From an optimization exercise on the open Yosys and OpenROAD flow, aimed at small area; shortcuts taken in it are not production practice.
Only simulation tests tie the RTL to the original design; equivalence was not proved.
Power figures rest on the tool's default switching activity, not on a simulated workload.

==> flow/design.v <==
module ftadder(
	clk,
	ena,
	a,
	b,
	add,
	bsel,
	r,
	q,
	added
);
input clk;
input ena;
input [31:0] a, b;
input add;
input bsel;
output [31:0] r;
output [31:0] q;
output added;
genvar i;
wire [31:0] ge;
assign ge[0] = 1'b1;
generate for (i = 0; i < 31; i = i + 1) begin: gcmp
	assign ge[i + 1] = (a[i] ^ b[i]) ? a[i] : ge[i];
end endgenerate
wire a_big = add ? ge[31] : ~bsel;
wire [30:0] big = a_big ? a[30:0] : b[30:0];
wire [30:0] sml = a_big ? b[30:0] : a[30:0];
wire        sb  = a_big ? a[31] : b[31];
wire        ss  = a_big ? b[31] : a[31];
wire        hs = |sml[30:23];
wire [7:0] ea = {a[30:24], a[23] | ~(|a[30:23])};
wire [7:0] eb0 = {b[30:24], b[23] | ~(|b[30:23])};
wire [8:0] c1, c2;
wire [7:0] dab, dba;
assign c1[0] = 1'b1;
assign c2[0] = 1'b1;
generate for (i = 0; i < 8; i = i + 1) begin: gd
	assign dab[i] = ea[i] ^ ~eb0[i] ^ c1[i];
	assign c1[i + 1] = (ea[i] & ~eb0[i]) | (c1[i] & (ea[i] ^ ~eb0[i]));
	assign dba[i] = eb0[i] ^ ~ea[i] ^ c2[i];
	assign c2[i + 1] = (eb0[i] & ~ea[i]) | (c2[i] & (eb0[i] ^ ~ea[i]));
end endgenerate
wire [7:0] d = a_big ? dab : dba;
wire [4:0] dd = ~add ? 5'd0 : (d[7:5] != 3'd0) ? 5'd31 : d[4:0];
reg [25:0] x;
reg        st;
always @(*) begin
	x = {hs, sml[22:0], 2'b00};
	st = 1'b0;
	if (dd[0]) begin st = st | x[0];       x = {1'd0,  x[25:1]};  end
	if (dd[1]) begin st = st | (|x[1:0]);  x = {2'd0,  x[25:2]};  end
	if (dd[2]) begin st = st | (|x[3:0]);  x = {4'd0,  x[25:4]};  end
	if (dd[3]) begin st = st | (|x[7:0]);  x = {8'd0,  x[25:8]};  end
	if (dd[4]) begin st = st | (|x[15:0]); x = {16'd0, x[25:16]}; end
end
wire qnan1 = add & (&big[30:23]) & ((|big[22:0]) | ((&sml[30:23]) & (sb ^ ss)));
reg [30:0] r1_big;
reg        r1_sb, r1_ss, r1_add, r1_qnan;
reg [25:0] r1_x;
reg        r1_st;
reg [2:0]  r1_qe;
always @(posedge clk) begin
	if (ena) begin
		r1_big  <= big;
		r1_sb   <= sb;
		r1_ss   <= ss;
		r1_add  <= add;
		r1_qnan <= add ? qnan1 : sml[23];
		r1_x    <= {add ? x[25] : sml[24], x[24:2], add ? x[1:0] : sml[26:25]};
		r1_st   <= add ? st : sml[27];
		r1_qe   <= sml[30:28];
	end
end
wire [7:0] qexp1 = {r1_qe, r1_st, r1_x[1:0], r1_x[25], r1_qnan};
wire        hb2  = |r1_big[30:23];
wire        kill = ~r1_add | (&r1_big[30:23]);
wire        qnan2 = r1_add & r1_qnan;
wire        sub  = r1_add & (r1_sb ^ r1_ss);
wire [27:0] mb   = {1'b0, hb2, r1_big[22:0], 3'b000};
wire [27:0] ms   = kill ? 28'd0 : {1'b0, r1_x, r1_st};
wire [27:0] mo   = ms ^ {28{sub}};
wire [27:0] ap = mb ^ mo, ag = mb & mo;
wire [14:0] sc;
wire [27:0] sum;
wire [8:0] lc;
assign lc[0] = sub;
generate for (i = 0; i < 8; i = i + 1) begin: gs
	assign sum[i] = ap[i] ^ lc[i];
	assign lc[i + 1] = (mb[i] & mo[i]) | (lc[i] & ap[i]);
end endgenerate
assign sc[4] = lc[8];
generate for (i = 4; i < 14; i = i + 1) begin: gs2
	wire c1 = ag[2 * i] | (ap[2 * i] & sc[i]);
	assign sum[2 * i] = ap[2 * i] ^ sc[i];
	assign sum[2 * i + 1] = ap[2 * i + 1] ^ c1;
	assign sc[i + 1] = ag[2 * i + 1] | (ap[2 * i + 1] & ag[2 * i]) | (ap[2 * i + 1] & ap[2 * i] & sc[i]);
end endgenerate
reg [27:0] r2_sum;
reg [7:0]  r2_eb;
reg        r2_sb, r2_sub, r2_add, r2_qnan;
reg [25:0] r2_q;
always @(posedge clk) begin
	if (ena) begin
		r2_sum  <= r1_add ? sum : {r1_ss, sum[26:3], qexp1[7:5]};
		r2_eb   <= {r1_big[30:24], r1_big[23] | ~hb2};
		r2_sb   <= r1_sb;
		r2_sub  <= r1_add ? sub : qexp1[4];
		r2_add  <= r1_add;
		r2_qnan <= r1_add ? qnan2 : qexp1[3];
		r2_q    <= {qexp1[2:0], r1_x[24:2]};
	end
end
wire [27:0] sum3 = {r2_add & r2_sum[27], r2_sum[26:3], r2_add ? r2_sum[2:0] : 3'b000};
wire        sub3 = r2_add & r2_sub;
wire        qnan3 = r2_add & r2_qnan;
reg [27:0] stop;
integer j;
always @(*) begin
	stop = 28'd0;
	for (j = 0; j < 28; j = j + 1)
		if (r2_eb == 27 - j)
			stop[j] = 1'b1;
end
wire [27:0] lzin = sum3 | stop;
reg [4:0] lz;
always @(*) begin
	lz = 5'd0;
	for (j = 0; j < 28; j = j + 1)
		if (lzin[j])
			lz = 27 - j;
end
wire [27:0] norm = sum3 << lz;
wire [7:0] en;
wire [8:0] ec;
wire [7:0] nlz = ~{3'b000, lz};
assign ec[0] = 1'b1;
generate for (i = 0; i < 8; i = i + 1) begin: ge3
	assign en[i] = r2_eb[i] ^ nlz[i] ^ ec[i];
	assign ec[i + 1] = (r2_eb[i] & nlz[i]) | (ec[i] & (r2_eb[i] ^ nlz[i]));
end endgenerate
wire [30:0] inc = {7'd0, norm[27], 22'd0, norm[3] & (norm[4] | norm[2] | norm[1] | norm[0])};
wire [30:0] base = {en, norm[26:4]};
wire rnd = inc[0];
wire [6:0] blk;
wire [23:0] pc;
assign blk[0] = rnd;
generate for (i = 0; i < 6; i = i + 1) begin: gb
	assign blk[i + 1] = blk[i] & (&base[4 * i + 3 : 4 * i]);
end endgenerate
generate for (i = 0; i < 24; i = i + 1) begin: gp
	if (i % 4 == 0)
		assign pc[i] = blk[i / 4];
	else
		assign pc[i] = blk[i / 4] & (&base[i - 1 : (i / 4) * 4]);
end endgenerate
wire [30:0] pk;
assign pk[22:0] = base[22:0] ^ pc[22:0];
assign pk[30:23] = base[30:23] + {7'd0, norm[27]} + {7'd0, pc[23]};
wire ovf  = r2_add & norm[27] & (en == 8'hFE);
wire zero = (sum3 == 28'd0);
assign r = qnan3 ? 32'h7FC00000 :
           zero    ? {r2_sb & ~sub3, 31'd0} :
           ovf     ? {r2_sb, 8'hFF, 23'd0} :
                     {r2_sb, pk};
assign q = {r2_sum[27], r2_sum[2:0], r2_sub, r2_qnan, r2_q};
assign added = r2_add;
endmodule
module CAS(
	valid1,
	valid2,
	index1,
	index2,
	outvalid1,
	outvalid2,
	outindex1,
	outindex2,
	swap,
	merge
);
parameter ADDRW = 16;
input valid1, valid2;
input [ADDRW - 1 : 0] index1, index2;
output outvalid1, outvalid2;
output [ADDRW - 1 : 0] outindex1, outindex2;
output swap, merge;
wire eq = (index1 == index2);
assign swap = valid2 & (~valid1 | (index2 < index1));
assign merge = valid1 & valid2 & eq;
assign outvalid1 = valid1 | valid2;
assign outvalid2 = valid1 & valid2 & ~eq;
assign outindex1 = swap ? index2 : index1;
assign outindex2 = swap ? index1 : index2;
endmodule
module sortAndMerge(
	clk,
	ena,
	valid1,
	valid2,
	valid3,
	valid4,
	index1,
	index2,
	index3,
	index4,
	value1,
	value2,
	value3,
	value4,
	outindex1,
	outindex2,
	outindex3,
	outindex4,
	outvalue1,
	outvalue2,
	outvalue3,
	outvalue4,
	outvalid1,
	outvalid2,
	outvalid3,
	outvalid4
);
parameter ADDRW = 16;
parameter WL = 32;
input clk;
input ena;
input valid1, valid2, valid3, valid4;
input [ADDRW - 1 : 0] index1, index2, index3, index4;
input [WL - 1 : 0] value1, value2, value3, value4;
output wire outvalid1, outvalid2, outvalid3, outvalid4;
output wire [ADDRW - 1 : 0] outindex1, outindex2, outindex3, outindex4;
output wire [WL - 1 : 0] outvalue1, outvalue2, outvalue3, outvalue4;
wire fv1, fv2, fv3, fv4;
wire [ADDRW - 1 : 0] fi1, fi2, fi3, fi4;
wire s12, m12, s34, m34;
CAS c12(.valid1(valid1), .valid2(valid2), .index1(index1), .index2(index2),
	.outvalid1(fv1), .outvalid2(fv2), .outindex1(fi1), .outindex2(fi2), .swap(s12), .merge(m12));
CAS c34(.valid1(valid3), .valid2(valid4), .index1(index3), .index2(index4),
	.outvalid1(fv3), .outvalid2(fv4), .outindex1(fi3), .outindex2(fi4), .swap(s34), .merge(m34));
wire sv1, sv2, sv3, sv4;
wire [ADDRW - 1 : 0] si1, si2, si3, si4;
wire s13, m13, s24, m24;
CAS c13(.valid1(fv1), .valid2(fv3), .index1(fi1), .index2(fi3),
	.outvalid1(sv1), .outvalid2(sv3), .outindex1(si1), .outindex2(si3), .swap(s13), .merge(m13));
CAS c24(.valid1(fv2), .valid2(fv4), .index1(fi2), .index2(fi4),
	.outvalid1(sv2), .outvalid2(sv4), .outindex1(si2), .outindex2(si4), .swap(s24), .merge(m24));
wire [1:0] vcode = {sv3 | sv4, sv2};
wire [ADDRW - 1 : 0] oi2 = {si2[ADDRW - 1 : 1], sv2 ? si2[0] : sv1};
wire [ADDRW - 1 : 0] oi4 = sv4 ? si4 : {ADDRW{1'b0}};
reg [WL - 1 : 0] r1v1, r1v2, r1v3, r1v4;
reg [4 * ADDRW + 1 : 0] r1ix;
reg r1s12, r1m12, r1s34, r1m34, r1dm, r1s13, r1m13, r1s24;
always @(posedge clk) begin
	if (ena) begin
		r1v1 <= value1;
		r1v2 <= value2;
		r1v3 <= value3;
		r1v4 <= value4;
		r1ix <= {vcode, oi4, (sv3 ? si3 : si4), oi2, si1};
		r1s12 <= s12;
		r1m12 <= m12;
		r1s34 <= s34;
		r1m34 <= m34;
		r1dm <= m24;
		r1s13 <= s13;
		r1m13 <= m13;
		r1s24 <= s24;
	end
end
wire [WL - 1 : 0] xa = (r1dm & r1s12) ? r1v2 : r1v1;
wire [WL - 1 : 0] xb = r1dm ? (r1s34 ? r1v4 : r1v3) : r1v2;
wire [WL - 1 : 0] ya = r1dm ? (r1s12 ? r1v1 : r1v2) : r1v3;
wire [WL - 1 : 0] yb = (r1dm & r1s34) ? r1v3 : r1v4;
wire [WL - 1 : 0] xp, xq, yp, yq, zp, zq;
wire xadd, yadd, zadd;
ftadder ux(.clk(clk), .ena(ena), .a(xa), .b(xb),
	.add(r1dm ? r1m13 : r1m12), .bsel(r1dm ? r1s13 : r1s12), .r(xp), .q(xq), .added(xadd));
ftadder uy(.clk(clk), .ena(ena), .a(ya), .b(yb),
	.add(r1dm | r1m34), .bsel(r1s34), .r(yp), .q(yq), .added(yadd));
reg [4 * ADDRW + 1 : 0] r2ix, r3ix, r4ix;
reg r2dm, r2s13, r2m13, r2s24;
reg r3dm, r3s13, r3m13, r3s24;
reg r4dm, r4s13, r4m13, r4s24;
reg [WL - 1 : 0] r4xp, r4xq, r4yp, r4yq;
always @(posedge clk) begin
	if (ena) begin
		r2ix <= r1ix;
		r2dm <= r1dm;
		r2s13 <= r1s13;
		r2m13 <= r1m13;
		r2s24 <= r1s24;
		r3ix <= r2ix;
		r3dm <= r2dm;
		r3s13 <= r2s13;
		r3m13 <= r2m13;
		r3s24 <= r2s24;
		r4ix <= r3ix;
		r4dm <= r3dm;
		r4s13 <= r3s13;
		r4m13 <= r3m13;
		r4s24 <= r3s24;
		r4xp <= xp;	 
		r4xq <= xq;	 
		r4yp <= yp;	 
		r4yq <= yq;	 
	end
end
ftadder uz(.clk(clk), .ena(ena), .a(r4xp), .b(r4dm ? r4xq : r4yp),
	.add(~r4dm & r4m13), .bsel(~r4dm & r4s13), .r(zp), .q(zq), .added(zadd));
reg [4 * ADDRW + 1 : 0] r5ix, r6ix;
reg [WL - 1 : 0] r5s2, r5s4, r6s2, r6s4;
always @(posedge clk) begin
	if (ena) begin
		r5ix <= r4ix;
		r5s2 <= r4dm ? r4yp : (r4s24 ? r4yq : r4xq);
		r5s4 <= r4s24 ? r4xq : r4yq;
		r6ix <= r5ix;
		r6s2 <= r5s2;
		r6s4 <= r5s4;
	end
end
localparam W = 4 * (WL + ADDRW) + 2;
localparam DELAY = 8;
wire [W - 1 : 0] pin = {r6ix, r6s4, (zadd ? r6s4 : zq), r6s2, zp};
reg [W * (DELAY + 1) - 1 : 0] pipe;
always @(posedge clk)
	if (ena)
		pipe <= {pipe[W * DELAY - 1 : 0], pin};
wire [1:0] ovc;
assign {ovc,
	outindex4, outindex3, outindex2, outindex1,
	outvalue4, outvalue3, outvalue2, outvalue1} = pipe[W * (DELAY + 1) - 1 : W * DELAY];
assign outvalid1 = ovc[0] | ovc[1] | outindex2[0];
assign outvalid2 = ovc[0];
assign outvalid3 = ovc[1];
assign outvalid4 = ovc[0] & ovc[1] & (outindex4 > outindex3);
endmodule
==> flow/flow/run.sh <==
#!/bin/bash
# Layout: the standard ORFS flow (standard.sh), with
#  - synthesis mapped by ABC with an area-recovery script (flow/synth.tcl, flow/area.abc);
#  - every port buffered with buf_1 instead of the flow's default buffer;
#  - clock tree from clkbuf_16 in clusters of up to 30 sinks, without dummy loads.
# The make output goes to flow_make.log; ORFS keeps each step's log under orfs/logs.
set -euo pipefail
export FLOW_WORK="$PWD"
export FLOW_ABC_SCRIPT="$PWD/flow/area.abc"
bash standard.sh \
  "SYNTH_SCRIPT=$PWD/flow/synth.tcl" \
  "BUFFER_PORTS_ARGS=-buffer_cell sky130_fd_sc_hd__buf_1" \
  "CTS_ARGS=-sink_clustering_enable -repair_clock_nets -dont_use_dummy_load -buf_list sky130_fd_sc_hd__clkbuf_16 -sink_clustering_size 30 -sink_clustering_max_diameter 100" \
  finish > flow_make.log 2>&1
==> flow/flow/area.abc <==
strash
dch
map -a
mfs2
strash
dch -f
map -a
topo
stime -c
buffer -c
upsize -c
dnsize -c
==> flow/flow/synth.tcl <==
# The standard flow's synthesis script (synth_recipe.tcl in the work folder), with ABC's
# technology mapping run on an area-recovery script (area.abc) in place of
# ORFS's abc_area.script. Registers are untouched: abc maps only the logic
# between them.
proc abc {args} {
  set i [lsearch -exact $args -script]
  if { $i >= 0 } { lset args [expr {$i + 1}] $::env(FLOW_ABC_SCRIPT) }
  yosys abc {*}$args
}
source $::env(FLOW_WORK)/synth_recipe.tcl
==> flow/standard.sh <==
#!/bin/bash
# synth_recipe.tcl (not shown) runs the flow's synth.tcl, then flattens the netlist and writes it again
# the make line also repeats each setting of config.mk as NAME=value (left out here)
make -C /OpenROAD-flow-scripts/flow DESIGN_CONFIG=/design/flow/config.mk WORK_HOME=/design/flow/orfs CLKGATE_MAP_FILE= SYNTH_SCRIPT=/design/flow/synth_recipe.tcl "${@:-finish}"
==> flow/config.mk <==
export PLATFORM = sky130hd
export DESIGN_NAME = sortAndMerge
export DESIGN_NICKNAME = sortAndMerge
export VERILOG_FILES = /design/flow/design.v
export SDC_FILE = /design/flow/constraint.sdc
export NUM_CORES = 4
export LEC_CHECK = 0
export ABC_AREA = 1
export CAP_MARGIN = 20
export CORE_MARGIN = 2
export CORE_UTILIZATION = 50
export GPL_TIMING_DRIVEN = 0
export PLACE_DENSITY = 0.62
export SLEW_MARGIN = 20
==> flow/constraint.sdc <==
create_clock -name core_clock -period 10.0 [get_ports {clk}]
set_input_delay 2.0000 -clock core_clock [delete_from_list [all_inputs] [get_ports {clk}]]
set_output_delay 2.0000 -clock core_clock [all_outputs]
set_load 0.01 [all_outputs]
==> summary.txt, run 1 <==
* Synthesized instance count at a little under 9000
* Synthesis-stage register bit count at between 2000 and 3000
* Syn_nets at around 9200
* Min Hold Slack at about 330 ps
* Crit path DAT at roughly 9900 ps
* Status: complete, no violations
* Worst-skew pair later-pin latency at 800 ps
* Detailed Route Iter0 Violations at 5199
* Period Utilization, post-route at 0.945
* Core Rows at 178
* Critical Path Sink Type: flop
* Mean routed wirelength per cell at 21.4 um
* Port Buf Inserts at ~400
* Max-cap violation count at 0
* Critical Path Most Common Cell: fa_1
* IO Count at a little under 400
* CP Class: flop to flop
* Max Root-Sink Buffers at 3
* Final Max Slew Viols at 0
* Mapped Avg Cell Area at roughly 14 sq um
* Nets at about 9800
* Fin crit period at between 9000 and 10000 ps
* Antenna-violating nets left at 0
* CP max-delay cell: fa_1
* Total iterations of the first detailed-routing run at 6
* Final-report hold violation count at 0
* Clk_skew at 91.9 ps
* EDFF count, synth at between 2000 and 3000
* GRT Overall Usage at 0.219
* Number of distinct library cells after synthesis at 66
* First-pass GRT wire length at 398000 um
* Async S/R FF share, synth at 0
* Dpl hpwl at 210000 um
* Worst slew pin tran at roughly 1300 ps
* Final setup vio count at 0
* Worst IR Drop VDD at 185 uV
* Initial antenna violation count at 13
* Rel. slew slack at 0.144
* Final GP Congestion at roughly 0.95
* Startpoint types: flop
* WL final at 267000 um
* Vias at around 65000
* LEAKAGE at around 48 nW
* Leading area contributor after synthesis: edfxtp_1
* Vias in the first global route at 62900
* Top area cells in the synthesized netlist: edfxtp_1, nand2_1, o21ai_0
* CTS tree: built
* Post-synth top cells: edfxtp_1, nand2_1, o21ai_0
* Drc violations at 0
* Area Overhead vs Synth at 9.25%
* Worst EP required at about 10000 ps
* Floorplan core area at 235000 sq um
* Die span in y at slightly below 500 um
* Type of the worst min-delay path: flop to flop
* Worst-path clk slew at roughly 100 ps
* CP Max Fanout at 10
* Fmax at approximately 110 MHz
* GR Overflow Total at 0
* RSZ-0062 raised after global routing: no
* Yosys top cell area share at 0.747
* Cell area power density at around 220 nW/um^2
* Primary FF master, synth: edfxtp_1
* Fin util at 0.549
* Clk sink count at 2939
* Layout cells sized above 1 at 0.0605
* Biggest cell delay along the critical path at between 400 and 500 ps
* Vias per cell at ~5.3
* Mapped Area at ~120000 sq um
* Design area at between 100000 and 150000 sq um
* Filler Cells Inserted at 19300
* Cts hold-fix bufs at 0
* Sequential fraction of the synthesis area at 0.747
* Htree depth at 3
* Die footprint at between 200000 and 250000 sq um
* Most frequent cell after synthesis: edfxtp_1
* Overall power at 0.0286 W
* Die width at 490 um
* Initial core utilization at 0.503
* Inserted Clock Buffers at 121
* CTS Root Cell: clkbuf_16
* Placement Cell Area at around 130000 sq um
* Largest net degree at the start of global routing at 40
* Synth warn at 2
==> path summary, 6_finish.rpt <==
| kind | slack, ps | endpoint | depth (start not counted) | startpoint |
|---|---|---|---|---|
| hold / removal | 330 | pipe[58] | 0 | r6s2[26] |
| setup / recovery | 550 | uy.r1_st | 38 | r1dm |
| hold reg to reg | 330 | pipe[58] | 0 | r6s2[26] |
| setup reg to reg | 550 | uy.r1_st | 38 | r1dm |
==> logic make-up after synthesis <==
kind of cell,synth area share
DFF,0.747
adders and majority gates,0.0373
AOI/OAI and AO/OA,0.0791
buffers and inverters,0.0483
xor gates and xnor gates,0.00726
muxes,0.00305
and+or+nand+nor,0.0784
==> sequential cells by signal, summed over array words and instances, names as in the netlist, 66 cells and up <==
name  flops
pipe   1746
r1ix     66
r2ix     66
r3ix     66
r4ix     66
r5ix     66
r6ix     66
==> per-layer routing <==
metal  vias to the layer above  global-route usage  part of all wire
met5                         -                   0                 0
met4                         0              0.0620             0.029
met3                       279              0.0230             0.044
met2                      1618               0.341              0.45
met1                     31700               0.331              0.48
li1                      31800                   -                 -
==> power breakdown <==
group / internal, W / leakage [nW] / switching [W]
logic: 0.00222 / 17.2 / 0.00500
registers: 0.0153 / 28.9 / 0.000744
clock network: 0.00215 / 1.49 / 0.00324
total: 0.0196 / 47.5 / 0.00899
==> layout make-up <==
class                           count  area [sq um]  share of cell area
Tap cell                         3150          3940              0.0305
Multi-Input combinational cell   4451         24500               0.190
Antenna cell                        3          7.51           0.0000581
Sequential cell                  2939         88300               0.683
Timing Repair Buffer              495          3650              0.0283
Clock buffer                      121          3030              0.0234
Inverter                          833          3130              0.0242
Buffer                            466          2620              0.0203
==> critical path, delay by kind of cell, from the launching register on <==
kind            cells  cell delay, ps
compound gates      9            2240
fa+ha+maj           7            2680
buf+inv            12            2270
flops               1             460
simple gates        9            1120
mux                 1             290
==> cells in the final DEF, fill, tap and decap left out, drive strengths merged, types with 66 or more instances in the layout <==
cell type	netlist	routed
a21oi	404	404
a31oi	90	90
buf	245	740
clkbuf	232	342
edfxtp	2939	2939
fa	96	96
ha	192	192
inv	818	819
nand2	1359	1359
nand3	89	89
nor2	678	678
nor3	66	66
o21ai	937	937
xnor2	71	71
==> stage by stage <==
step	setup WS, ps	cells	setup TNS, ps
after floorplan	624	8700	0
after global placement	-99640	12200	-
after detailed placement	-2610	12300	-84580
after CTS	4.95	12500	0
after global routing	18.2	12500	0
final	550	12500	0
==> timing repair <==
action,in CTS,in global routing
pin swaps,0,1
setup endpoints to repair,70,44
gates resized for setup,57,87
gates cloned,0,0
buffers inserted,0,1
hold endpoints to repair,0,0
==> inputs of run 2 (changes only) <==
--- a/flow/design.v
+++ b/flow/design.v
@@ -186,4 +186,11 @@
 output swap, merge;
-wire eq = (index1 == index2);
-assign swap = valid2 & (~valid1 | (index2 < index1));
+wire [ADDRW - 1 : 0] df = index1 ^ index2;
+wire [ADDRW : 0] lt;
+assign lt[0] = 1'b0;
+genvar i;
+generate for (i = 0; i < ADDRW; i = i + 1) begin: glt
+	assign lt[i + 1] = df[i] ? index1[i] : lt[i];
+end endgenerate
+wire eq = ~(|df);
+assign swap = valid2 & (~valid1 | lt[ADDRW]);
 assign merge = valid1 & valid2 & eq;
@@ -335,3 +342,10 @@
 assign outvalid3 = ovc[1];
-assign outvalid4 = ovc[0] & ovc[1] & (outindex4 > outindex3);
+wire [ADDRW - 1 : 0] od = outindex4 ^ outindex3;
+wire [ADDRW : 0] ogt;
+assign ogt[0] = 1'b0;
+genvar i;
+generate for (i = 0; i < ADDRW; i = i + 1) begin: gogt
+	assign ogt[i + 1] = od[i] ? outindex4[i] : ogt[i];
+end endgenerate
+assign outvalid4 = ovc[0] & ovc[1] & ogt[ADDRW];
 endmodule
--- a/flow/config.mk
+++ b/flow/config.mk
@@ -11,3 +11,2 @@
 export CORE_UTILIZATION = 50
-export GPL_TIMING_DRIVEN = 0
 export PLACE_DENSITY = 0.62
==> run 2 against run 1 <==
- die area shrank 0.40%
- register-to-register slack gained 290 ps
- setup slack gained 290 ps
- fmax grew 3.2%
- non-clock buffer count shrank 442
- clock skew grew 26 ps
- critical path type unchanged
- largest cell class unchanged
==> summary.txt, run 2 <==
* Largest register FFs at 1746 (unchanged)
* CTS Root Cell: clkbuf_16
* Max Root-Sink Buffers at 3 (unchanged)
* Mux cell area share after synthesis at 0.00243 (-0.000615)
* Synth Area in Simple Gates at 0.0784 (about the same)
* Worst slew pin tran at 1270 ps (-5.90 ps)
* Crit path DAT at 9630 ps (-280 ps)
* Adder-Cell Fraction of Synth Area at 0.0286 (-0.00869)
* Die width at 489 um (-0.20%)
* Core Rows at 178 (unchanged)
* Top area cells in the synthesized netlist: edfxtp_1, nand2_1, o21ai_0
* Delay-heaviest family, CP: adder cells
* IO Count at 394 (unchanged)
* Rel. slew slack at 0.148 (+0.00398)
* Period Utilization, post-route at 0.916 (-0.0289)
* CP max-delay cell: o21ai_0
* Antenna-violating nets left at 0 (unchanged)
* CP Class: flop to flop
* Complex-gate fraction of the synthesized area at 0.0838 (+0.00462)
* CP Max Fanout at 38 (+28)
* Initial core utilization at 0.502 (-0.00110)
* Nets at 9284 (-5.2%)
* Filler Cells Inserted at 19600 (+1.4%)
* Max-cap violation count at 0 (unchanged)
* Area Overhead vs Synth at 6.07%
* Vias in the first global route at 59600 (-5.2%)
* Vias per cell at 5.27 (+0.29%)
* Mean routed wirelength per cell at 21.7 um (+1.3%)
* Cell area power density at 229 nW/um^2 (+3.5%)
* Vias at 63300 (-3.2%)
* Port Buf Inserts at 393 (unchanged)
* Drc violations at 0 (unchanged)
* LEAKAGE at 45.4 nW (-4.6%)
* Die footprint at 239000 sq um (-0.40%)
* Synthesis-stage register bit count at 2939 (unchanged)
* Syn_nets at 9118 (-0.74%)
* Sequential fraction of the synthesis area at 0.750 (+0.00305)
* Layout cells sized above 1 at 0.0346 (-0.0259)
* Worst IR Drop VDD at 167 uV (-9.5%)
* Most frequent cell after synthesis: edfxtp_1
* CTS tree: built
* Die span in y at 489 um (-0.20%)
* Final-report hold violation count at 0 (unchanged)
* Biggest register: pipe
* Htree depth at 3 (unchanged)
* Worst-skew pair later-pin latency at 810 ps (about the same)
* Fin crit period at 9160 ps (-289 ps)
* Worst Path Buf+Inv at 7 (-5)
* Total iterations of the first detailed-routing run at 6 (unchanged)
* Inserted Clock Buffers at 121 (unchanged)
* Largest net degree at the start of global routing at 215 (+440%)
* WL final at 261000 um (-2.2%)
* Leading area contributor after synthesis: edfxtp_1
* Synth warn at 2 (unchanged)
* Main combinational cell family by area after synthesis: compound AO/OA/AOI/OAI gates
* Worst-path clk slew at 110 ps (about the same)
* First-pass GRT wire length at 385000 um (-3.3%)
* Final Max Slew Viols at 0 (unchanged)
* Worst EP required at 10470 ps (about the same)
* Fin util at 0.532 (-0.0172)
* Xor/xnor share of the synthesized area at 0.00722 (-0.0000447)
* Clk sink count at 2939 (unchanged)
* Primary FF master, synth: edfxtp_1
* Critical Path Sink Type: flop
* Fmax at 109 MHz (+3.2%)
* Yosys top cell area share at 0.750 (+0.00305)
* RSZ-0062 raised after global routing: no
* Mapped Area at 118000 sq um (-0.41%)
* Clk_skew at 118 ps (+26.5 ps)
* Leading cell type in the layout, fill and taps excluded: edfxtp_1
* Mapped Avg Cell Area at 13.5 sq um (-0.51%)
* Final setup vio count at 0 (unchanged)
* GR Overflow Total at 0 (unchanged)
* Setup TNS at 0 ps (unchanged)
* Floorplan core area at 235000 sq um (-0.19%)
* Type of the worst min-delay path: flop to flop
* Dpl hpwl at 196000 um (-6.8%)
* Critical Path Most Common Cell: fa_1
* Async S/R FF share, synth at 0 (unchanged)
* Initial antenna violation count at 9 (-4)
* Startpoint types: flop
* Post-synth top cells: edfxtp_1, nand2_1, o21ai_0
* GRT Overall Usage at 0.216 (-0.00397)
* Biggest cell delay along the critical path at 790 ps (+300 ps)
* Status: complete, no violations
* Detailed Route Iter0 Violations at 5720 (+10%)
* Final GP Congestion at 0.919 (-2.9%)
* Synthesized instance count at 8709 (+0.10%)
* EDFF count, synth at 2939 (unchanged)
* Number of distinct library cells after synthesis at 71 (+7.6%)
* Most frequent cells in the layout: edfxtp_1, nand2_1, o21ai_0, inv_1, nor2_1
run 2: through the flow:
step,hold slack (ps),worst slack [ps],std cells,total power [W],area (sq um)
after floorplan,400,1210,8709,0.0205,118000
after global placement,400,764,11900,0.0234,122000
after detailed placement,405,924,11900,0.0234,122000
after CTS,341,794,12000,0.0289,125000
after global routing,362,5.85,12000,0.0302,125000
final,352,840,12000,0.0286,125000
run 2: power by group:
group	internal, W	leakage, nW	switching, W
Combinational	0.00213	15.0	0.00496
Sequential	0.0153	28.9	0.000808
Clock	0.00215	1.49	0.00329
run 2: final cells by class:
cell class	instances	area, sq um	area share
clock buffer	121	3030	0.0242
multi-input combinational	4410	23700	0.189
sequential	2939	88300	0.707
timing repair buffer	519	2660	0.0213
tap	3150	3940	0.0316
antenna	6	15.0	0.000120
inverter	884	3320	0.0266
run 2: repair_timing:
action	4_1_cts	5_1_grt
buffers inserted	0	0
hold buffers	0	0
gates resized for setup	0	3
endpoints found under the setup margin	0	2
run 2: cells by family after synthesis:
logic type	after synthesis
flip-flops	2939
buffers and inverters	1361
multiplexers	28
adder cells (fa/ha/maj)	212
XOR/XNOR	97
AO/OA/AOI/OAI	1769
AND/OR/NAND/NOR	2303
run 2: per-layer routing:
layer,vias up,track usage,wire [um]
li1,30900,-,-
met4,2,0.0573,6940
met2,1524,0.336,118000
met3,282,0.0224,11900
met1,30600,0.325,124000
met5,-,0,13
run 2: path summary, 6_finish.rpt:
check	depth (start not counted)	slack [ps]	startpoint	end
min	0	350	r3ix[9]	r4ix[9]
min reg2reg	0	350	r3ix[9]	r4ix[9]
max	31	840	r1dm	ux.r1_st
max reg2reg	31	840	r1dm	ux.r1_st
run 2: worst reg2reg max path: cells and delay by family, from the launching register on:
family	cells	cell delay, ps
buffers and inverters	7	920
AO/OA/AOI/OAI	8	2740
flip-flops	1	700
AND/OR/NAND/NOR	9	1730
adder cells (fa/ha/maj)	7	2750
==> inputs of run 3 (changes only) <==
--- a/flow/config.mk
+++ b/flow/config.mk
@@ -8,3 +8,3 @@
 export ABC_AREA = 1
-export CAP_MARGIN = 20
+export CAP_MARGIN = 5
 export CORE_MARGIN = 2
@@ -12,2 +12,2 @@
 export PLACE_DENSITY = 0.62
-export SLEW_MARGIN = 20
+export SLEW_MARGIN = 5
==> run 3 against run 2 <==
- critical path depth up 16
- non-clock buffer count down 1
- register-to-register slack worse by 40 ps
- synthesized cell count unchanged
- combinational power about the same
- clock power about the same
- first-iteration DRC count down 0.33%
- cell count about the same
- count of clock-buffer cells in the layout down 1
- critical path type unchanged
- largest power group unchanged
- highest routed layer unchanged
==> summary.txt, run 3 <==
* Status: complete, no violations
* Syn_nets at 9118 (unchanged)
* Area Overhead vs Synth at 6.02% (about the same)
* CP max-delay cell: edfxtp_1
* Antenna-violating nets left at 0 (unchanged)
* Rel. slew slack at 0.158 (+0.0106)
* Beginning of the worst hold path: pipe[1292]
* Floorplan core area at 235000 sq um (unchanged)
* Clk sink count at 2939 (unchanged)
* CP Max Fanout at 37 (-2.6%)
* Vias at 63400 (+0.15%)
* Worst slew pin tran at 1250 ps (-15.8 ps)
* Worst-skew pair later-pin latency at 810 ps (about the same)
* Critical Path Sink Type: flop
* Biggest cell delay along the critical path at 690 ps (-100 ps)
* Worst reg-to-reg setup slack at 800 ps (-40 ps)
* Final-report hold violation count at 0 (unchanged)
* Crit path DAT at 9680 ps (+50 ps)
* Synthesis-stage register bit count at 2939 (unchanged)
* CTS Root Cell: clkbuf_16
* Die span in y at 489 um (unchanged)
* Leading cell type in the layout, fill and taps excluded: edfxtp_1
* Final Max Slew Viols at 0 (unchanged)
* Cell area power density at 229 nW/um^2 (about the same)
* Layout cells sized above 1 at 0.0345 (-0.000109)
* GRT Overall Usage at 0.216 (about the same)
* Final setup vio count at 0 (unchanged)
* Fin crit period at 9200 ps (+41.5 ps)
* Design area at 125000 sq um (about the same)
* Total iterations of the first detailed-routing run at 6 (unchanged)
* RSZ-0062 raised after global routing: no
* Port Buf Inserts at 393 (unchanged)
* Mapped Avg Cell Area at 13.5 sq um (unchanged)
* Mapped Area at 118000 sq um (unchanged)
* Reg2Reg Depth at 47 (+52%)
* Period Utilization, post-route at 0.920 (+0.00415)
* First-pass GRT wire length at 385000 um (about the same)
* Worst R2R Start: r1dm
* WL final at 261000 um (about the same)
* Primary FF master, synth: edfxtp_1
* Top area cells in the synthesized netlist: edfxtp_1, nand2_1, o21ai_0
* Post-synth top cells: edfxtp_1, nand2_1, o21ai_0
* Biggest register: pipe
* Max-cap violation count at 0 (unchanged)
* CP Class: flop to flop
* EDFF count, synth at 2939 (unchanged)
* Max Root-Sink Buffers at 3 (unchanged)
* Worst IR Drop VDD at 170 uV (+1.3%)
* Critical Path Most Common Cell: o21ai_0
* Htree depth at 3 (unchanged)
* Leading area contributor after synthesis: edfxtp_1
* Core Rows at 178 (unchanged)
* Worst EP required at 10480 ps (about the same)
* Inserted Clock Buffers at 120 (-0.83%)
* Most frequent cell after synthesis: edfxtp_1
* Final GP Congestion at 0.919 (unchanged)
* Number of distinct library cells after synthesis at 71 (unchanged)
* Drc violations at 0 (unchanged)
* Worst-path clk slew at 110 ps (about the same)
* Worst Hold Path EP: pipe[1486]
* GR Overflow Total at 0 (unchanged)
* Setup TNS at 0 ps (unchanged)
* Largest register FFs at 1746 (unchanged)
* Dpl hpwl at 196000 um (about the same)
* Mean routed wirelength per cell at 21.7 um (about the same)
* Filler Cells Inserted at 19600 (+0.020%)
* Startpoint types: flop
* Type of the worst min-delay path: flop to flop
* Initial core utilization at 0.502 (unchanged)
* Detailed Route Iter0 Violations at 5701 (-0.33%)
* Largest net degree at the start of global routing at 215 (unchanged)
* Sequential fraction of the synthesis area at 0.750 (unchanged)
* Synth warn at 2 (unchanged)
* LEAKAGE at 45.3 nW (about the same)
* Die footprint at 239000 sq um (unchanged)
* CTS tree: built
* Most frequent cells in the layout: edfxtp_1, nand2_1, o21ai_0, inv_1, nor2_1
* Hold-critical path depth at 0 (unchanged)
* Vias per cell at 5.27 (+0.18%)
* Nets at 9283 (-0.011%)
* FF-to-FF End: ux.r1_st
* Yosys top cell area share at 0.750 (unchanged)
* Seq. cell area at 88300 sq um (unchanged)
* Die width at 489 um (unchanged)
* Async S/R FF share, synth at 0 (unchanged)
* Multi-input gate area in the final layout at 23700 sq um (about the same)
* Synthesized instance count at 8709 (unchanged)
* Clk_skew at 125 ps (+6.60 ps)
* Vias in the first global route at 59800 (+0.28%)
* Fmax at 109 MHz (-0.45%)
* Placement Cell Area at 122000 sq um (unchanged)
* Initial antenna violation count at 11 (+2)
* IO Count at 394 (unchanged)
## run 3: cell counts after synthesis
No cell type changed its count.
## run 3: area by class of cell
class | count | share of cell area
Antenna cell | 3 | 0.0000601
Inverter | 884 | 0.0266
Timing Repair Buffer | 518 | 0.0211
Clock buffer | 120 | 0.0241
Sequential cell | 2939 | 0.707
Tap cell | 3150 | 0.0316
Multi-Input combinational cell | 4411 | 0.190
## run 3: logic make-up (layout without fill, tap and decap cells)
kind of cell | Yosys count | count (layout) | share of synthesized area
XOR/XNOR | 97 | 97 | 0.00722
multiplexers | 28 | 28 | 0.00243
buffers and inverters | 1361 | 1522 | 0.0500
AO/OA/AOI/OAI | 1769 | 1771 | 0.0838
AND/OR/NAND/NOR | 2303 | 2303 | 0.0784
other | 0 | 3 | 0
flip-flops | 2939 | 2939 | 0.750
adder cells (fa/ha/maj) | 212 | 212 | 0.0286
## run 3: worst max-delay path, delay by kind of cell (launching register included)
family                 cells  cell delay (ps)
AOI/OAI and AO/OA         32             5520
and+or+nand+nor           10             1510
buffers and inverters      4              980
DFF                        1              690
muxes                      1              160
## run 3: worst max-delay path by stage
stage | start | end | slack (ps) | cells after the start
floorplan | r1dm | ux.r1_st | 1210 | 41
global placement | r1dm | ux.r1_st | 760 | 31
detailed placement | r1dm | ux.r1_st | 850 | 31
CTS | r1dm | ux.r1_st | 730 | 31
global route | uy.r2_eb[7] | r4yp[30] | 30 | 56
finish | r1dm | ux.r1_st | 800 | 47
## run 3: power by group
group / total, W / switching (W) / leakage [nW] / internal (W)
registers: 0.0161 / 0.000808 / 28.9 / 0.0153
clock network: 0.00543 / 0.00329 / 1.48 / 0.00214
logic: 0.00710 / 0.00497 / 15.0 / 0.00213
## run 3: stage by stage
step	util	std cells	power (W)	setup slack [ps]	hold WS, ps
floorplan	-	8709	0.0205	1210	400
global placement	0.519	11900	0.0234	764	400
detailed placement	0.519	11900	0.0234	845	405
CTS	0.532	12000	0.0288	726	345
global route	0.532	12000	0.0302	27.8	349
finish	0.532	12000	0.0286	798	357
## run 3: layer usage
metal  track usage  wire length, um
met1         0.325           124000
met2         0.333           118000
met3        0.0220            11700
met4        0.0633             7800
met5             0               13
## run 3: repair_timing
item,in CTS,in global routing
gates resized for setup,0,2
setup endpoints to repair,0,3
setup buffers,0,0
hold buffers,0,0
==> inputs of run 4 (changes only) <==
--- a/flow/design.v
+++ b/flow/design.v
@@ -83,7 +83,7 @@
 wire [27:0] ap = mb ^ mo, ag = mb & mo;
-wire [14:0] sc;
+wire [14:5] sc;
 wire [27:0] sum;
-wire [8:0] lc;
+wire [10:0] lc;
 assign lc[0] = sub;
-generate for (i = 0; i < 8; i = i + 1) begin: gs
+generate for (i = 0; i < 10; i = i + 1) begin: gs
 	assign sum[i] = ap[i] ^ lc[i];
@@ -91,4 +91,4 @@
 end endgenerate
-assign sc[4] = lc[8];
-generate for (i = 4; i < 14; i = i + 1) begin: gs2
+assign sc[5] = lc[10];
+generate for (i = 5; i < 14; i = i + 1) begin: gs2
 	wire c1 = ag[2 * i] | (ap[2 * i] & sc[i]);
==> run 4 against run 3 <==
- still clean
- fmax is essentially flat
- register-to-register slack hardly changed
- sequential power barely moved
- cell count barely moved
- synthesized cell count decreased by 0.21%
- largest cell class unchanged
==> summary.txt, run 4 <==
* Core Rows at 178 (unchanged)
* RSZ-0062 raised after global routing: no
* Initial antenna violation count at 13 (+2)
* Top area cells in the synthesized netlist: edfxtp_1, nand2_1, o21ai_0
* Cell area power density at 227 nW/um^2 (-1.1%)
* Most Crowded Layer GR: met2
* Die span in y at 489 um (about the same)
* Mean routed wirelength per cell at 21.6 um (-0.71%)
* Clk_skew at 112 ps (-13.2 ps)
* Worst IR Drop VDD at 185 uV (+8.9%)
* Fmax at 109 MHz (about the same)
* Final setup vio count at 0 (unchanged)
* CTS tree: built
* Die footprint at 239000 sq um (about the same)
* Synthesized instance count at 8691 (-0.21%)
* Clk sink count at 2939 (unchanged)
* Drc violations at 0 (unchanged)
* Worst R2R Start: r1dm
* Clock group share of total power at 0.193 (+0.003)
* Delay-heaviest family, CP: compound AO/OA/AOI/OAI gates
* Die width at 489 um (about the same)
* Nets at 9283 (unchanged)
* Synth warn at 2 (unchanged)
* Initial core utilization at 0.502 (about the same)
* LEAKAGE at 45.6 nW (+0.47%)
* Largest net degree at the start of global routing at 208 (-3.3%)
* Biggest cell delay along the critical path at 540 ps (-150 ps)
* Rel. slew slack at 0.228 (+0.0700)
* NetSw at 0.00882 W (-2.7%)
* Syn_nets at 9097 (-0.23%)
* Critical Path Sink Type: flop
* Reg2Reg Depth at 46 (-2.1%)
* Vias per cell at 5.27 (about the same)
* Fin crit period at 9200 ps (+2.45 ps)
* Dpl hpwl at 194000 um (-1.0%)
* Antenna-violating nets left at 0 (unchanged)
* Async S/R FF share, synth at 0 (unchanged)
* Worst Path Buf+Inv at 3 (-1)
* CTS Root Cell: clkbuf_16
* IO Count at 394 (unchanged)
* Total iterations of the first detailed-routing run at 7 (+1)
* Max Root-Sink Buffers at 3 (unchanged)
* WL final at 259000 um (-0.70%)
* Inserted Clock Buffers at 121 (+0.83%)
* Filler Cells Inserted at 19600 (-0.16%)
* Vias in the first global route at 59500 (-0.39%)
* Mapped Avg Cell Area at 13.5 sq um (+0.11%)
* Floorplan core area at 235000 sq um (about the same)
* Port Buf Inserts at 393 (unchanged)
* Primary FF master, synth: edfxtp_1
* FF-to-FF End: ux.r1_st
* Power share of the combinational group at 0.241 (-0.007)
* Synthesis-stage register bit count at 2939 (unchanged)
* Final Max Slew Viols at 0 (unchanged)
* Max-cap violation count at 0 (unchanged)
* Worst EP required at 10520 ps (+40 ps)
* GRT Overall Usage at 0.215 (-0.000577)
* Final GP Congestion at 0.986 (+7.2%)
* Leading area contributor after synthesis: edfxtp_1
* Area Overhead vs Synth at 6.17%
* Period Utilization, post-route at 0.920 (about the same)
* Startpoint types: flop
* Met3 usage at 0.0227 (+0.000647)
* Crit path DAT at 9720 ps (+40 ps)
* Htree depth at 3 (unchanged)
* CP Class: flop to flop
* Detailed Route Iter0 Violations at 6085 (+6.7%)
* Overall power at 0.0283 W (-1.1%)
* Worst-path clk slew at 110 ps (about the same)
* Layout cells sized above 1 at 0.0371 (+0.00258)
* Sequential fraction of the synthesis area at 0.750 (about the same)
* CP startpoint: r1dm
* Vias at 63400 (-0.039%)
* Leading cell type in the layout, fill and taps excluded: edfxtp_1
* Internal power at 0.0195 W (-0.36%)
* GR Overflow Total at 0 (unchanged)
* CP Max Fanout at 37 (unchanged)
* Worst-skew pair later-pin latency at 780 ps (-30 ps)
* Number of distinct library cells after synthesis at 67 (-5.6%)
* Type of the worst min-delay path: flop to flop
* Post-synth top cells: edfxtp_1, nand2_1, o21ai_0
* Biggest register: pipe
* Sequential share of power at 0.566 (+0.003)
* Seq. cell area at 88300 sq um (unchanged)
* GR Util met2 at 0.338 (+0.00418)
* CP Depth at 46 (-2.1%)
* Switching Share at 0.312 (-0.00511)
* Critical Path Most Common Cell: o21ai_0
* Multi-input gate area in the final layout at 23600 sq um (-0.24%)
* Setup TNS at 0 ps (unchanged)
* Most frequent cells in the layout: edfxtp_1, nand2_1, o21ai_0, inv_1, nor2_1
* EDFF count, synth at 2939 (unchanged)
* Largest register FFs at 1746 (unchanged)
* Met1 global-route usage at 0.326 (about the same)
* Worst reg-to-reg setup slack at 800 ps (about the same)
* Final-report hold violation count at 0 (unchanged)
* Worst slew pin tran at 1150 ps (-104 ps)
* Crit path to: ux.r1_st
* Mapped Area at 118000 sq um (about the same)
* Status: complete, no violations
* First-pass GRT wire length at 384000 um (-0.30%)
* Yosys top cell area share at 0.750 (about the same)
* Most frequent cell after synthesis: edfxtp_1
* CP max-delay cell: edfxtp_1
==> run 4: cell count changes in the layout (fill, tap and decap cells not counted), sizes merged, moves of 9 or more <==
cell | before | now
inv | 874 | 858
a211oi | 30 | 18
a21oi | 394 | 413
or2 | 17 | 30
a22oi | 37 | 23
nand3 | 83 | 99
buf | 517 | 536
o21ai | 964 | 911
nor2 | 661 | 638
o22ai | 97 | 106
nand2 | 1344 | 1366
nand4 | 53 | 65
==> run 4: per-layer routing <==
metal | wire, um | up-vias | part of all wire
li1 | - | 30900 | -
met1 | 124000 | 30700 | 0.48
met2 | 119000 | 1559 | 0.46
met3 | 10900 | 278 | 0.042
met4 | 6120 | 2 | 0.024
met5 | 13 | - | 0.000050
==> run 4: cells by family (layout without fill, tap and decap cells) <==
group | count (synthesis) | after routing | share of synthesized area
compound gates | 1723 | 1723 | 0.0809
xor+xnor | 94 | 94 | 0.00700
fa+ha+maj | 213 | 213 | 0.0289
buf+inv | 1346 | 1530 | 0.0495
flops | 2939 | 2939 | 0.750
mux | 36 | 36 | 0.00315
other cells | 0 | 2 | 0
simple gates | 2340 | 2340 | 0.0803
==> run 4: final cells by class <==
cell class	count	share of cell area
timing repair buffer	537	0.0221
sequential	2939	0.707
antenna	2	0.0000401
clock buffer	121	0.0242
tap	3150	0.0316
multi-input combinational	4406	0.189
inverter	872	0.0262
==> run 4: repair_timing <==
item,CTS,global route
hold buffers,0,0
gates resized for setup,0,4
setup endpoints to repair,0,5
setup buffers,0,3
==> run 4: per-stage QoR <==
step                      utilization  cell area, sq um  hold WS [ps]  instances  worst slack (ps)
after floorplan                     -            118000           400       8691               613
after global placement          0.519            122000           400      11900               759
after detailed placement        0.519            122000           405      11900               749
after CTS                       0.532            125000           350      12000               745
after global routing            0.533            125000           351      12000              14.5
final                           0.533            125000           360      12000               796
==> run 4: how the worst min path moves through the flow <==
stage / from / to / slack [ps] / depth (start not counted)
6_report: r2m13 / r3m13 / 360 / 0
3_3_place_gp: pipe[747] / pipe[941] / 400 / 0
5_1_grt: pipe[587] / pipe[781] / 350 / 0
4_1_cts: r2s13 / r3s13 / 350 / 0
2_1_floorplan: pipe[806] / pipe[1000] / 400 / 0
3_5_place_dp: pipe[812] / pipe[1006] / 400 / 0
==> run 4: worst register-to-register path: cells and delay by family, from the launching register on <==
kind	cells	cell delay, ps
AND/OR/NAND/NOR	14	2230
flip-flops	1	540
XOR/XNOR	1	160
AO/OA/AOI/OAI	26	4770
buffers and inverters	3	780
multiplexers	2	500
==> run 4: power by group through the flow <==
stage	Sequential [W]	Combinational, W	Clock, W
floorplan	0.0158	0.00442	0
global placement	0.0163	0.00678	0
detailed placement	0.0163	0.00677	0
CTS	0.0161	0.00681	0.00569
global route	0.0162	0.00767	0.00606
finish	0.0160	0.00682	0.00546

[separate check: timing with driven ports]
How much do the figures lean on ideal ports? The routed layouts below were timed once more, with nothing changed but the port constraints.
Step 1 sets driving cells, clkbuf_16 on the clock port and buf_2 on the other inputs (assumed; they add their load-dependent delay and slew).
Step 2, shift: input delay + t, output delay - t, t = (earliest + latest rising clock arrival at the registers) / 2. This alone moves slack from input paths to output paths.
Three values: no drivers, after step 1, after step 2; two values: the first two.
run | t, ns | setup WS [ns] | worst setup path after step 2 | worst register clock-pin slew, ns
run 1 | 0.867 | 0.550 / 0.550 / 0.550 | register to register | 0.11 / 0.11
run 2 | 0.863 | 0.840 / 0.840 / 0.840 | register to register | 0.12 / 0.12
run 3 | 0.861 | 0.798 / 0.798 / 0.798 | register to register | 0.11 / 0.11
run 4 | 0.859 | 0.796 / 0.796 / 0.796 | register to register | 0.12 / 0.12
After both steps setup and hold are still met in every run listed.
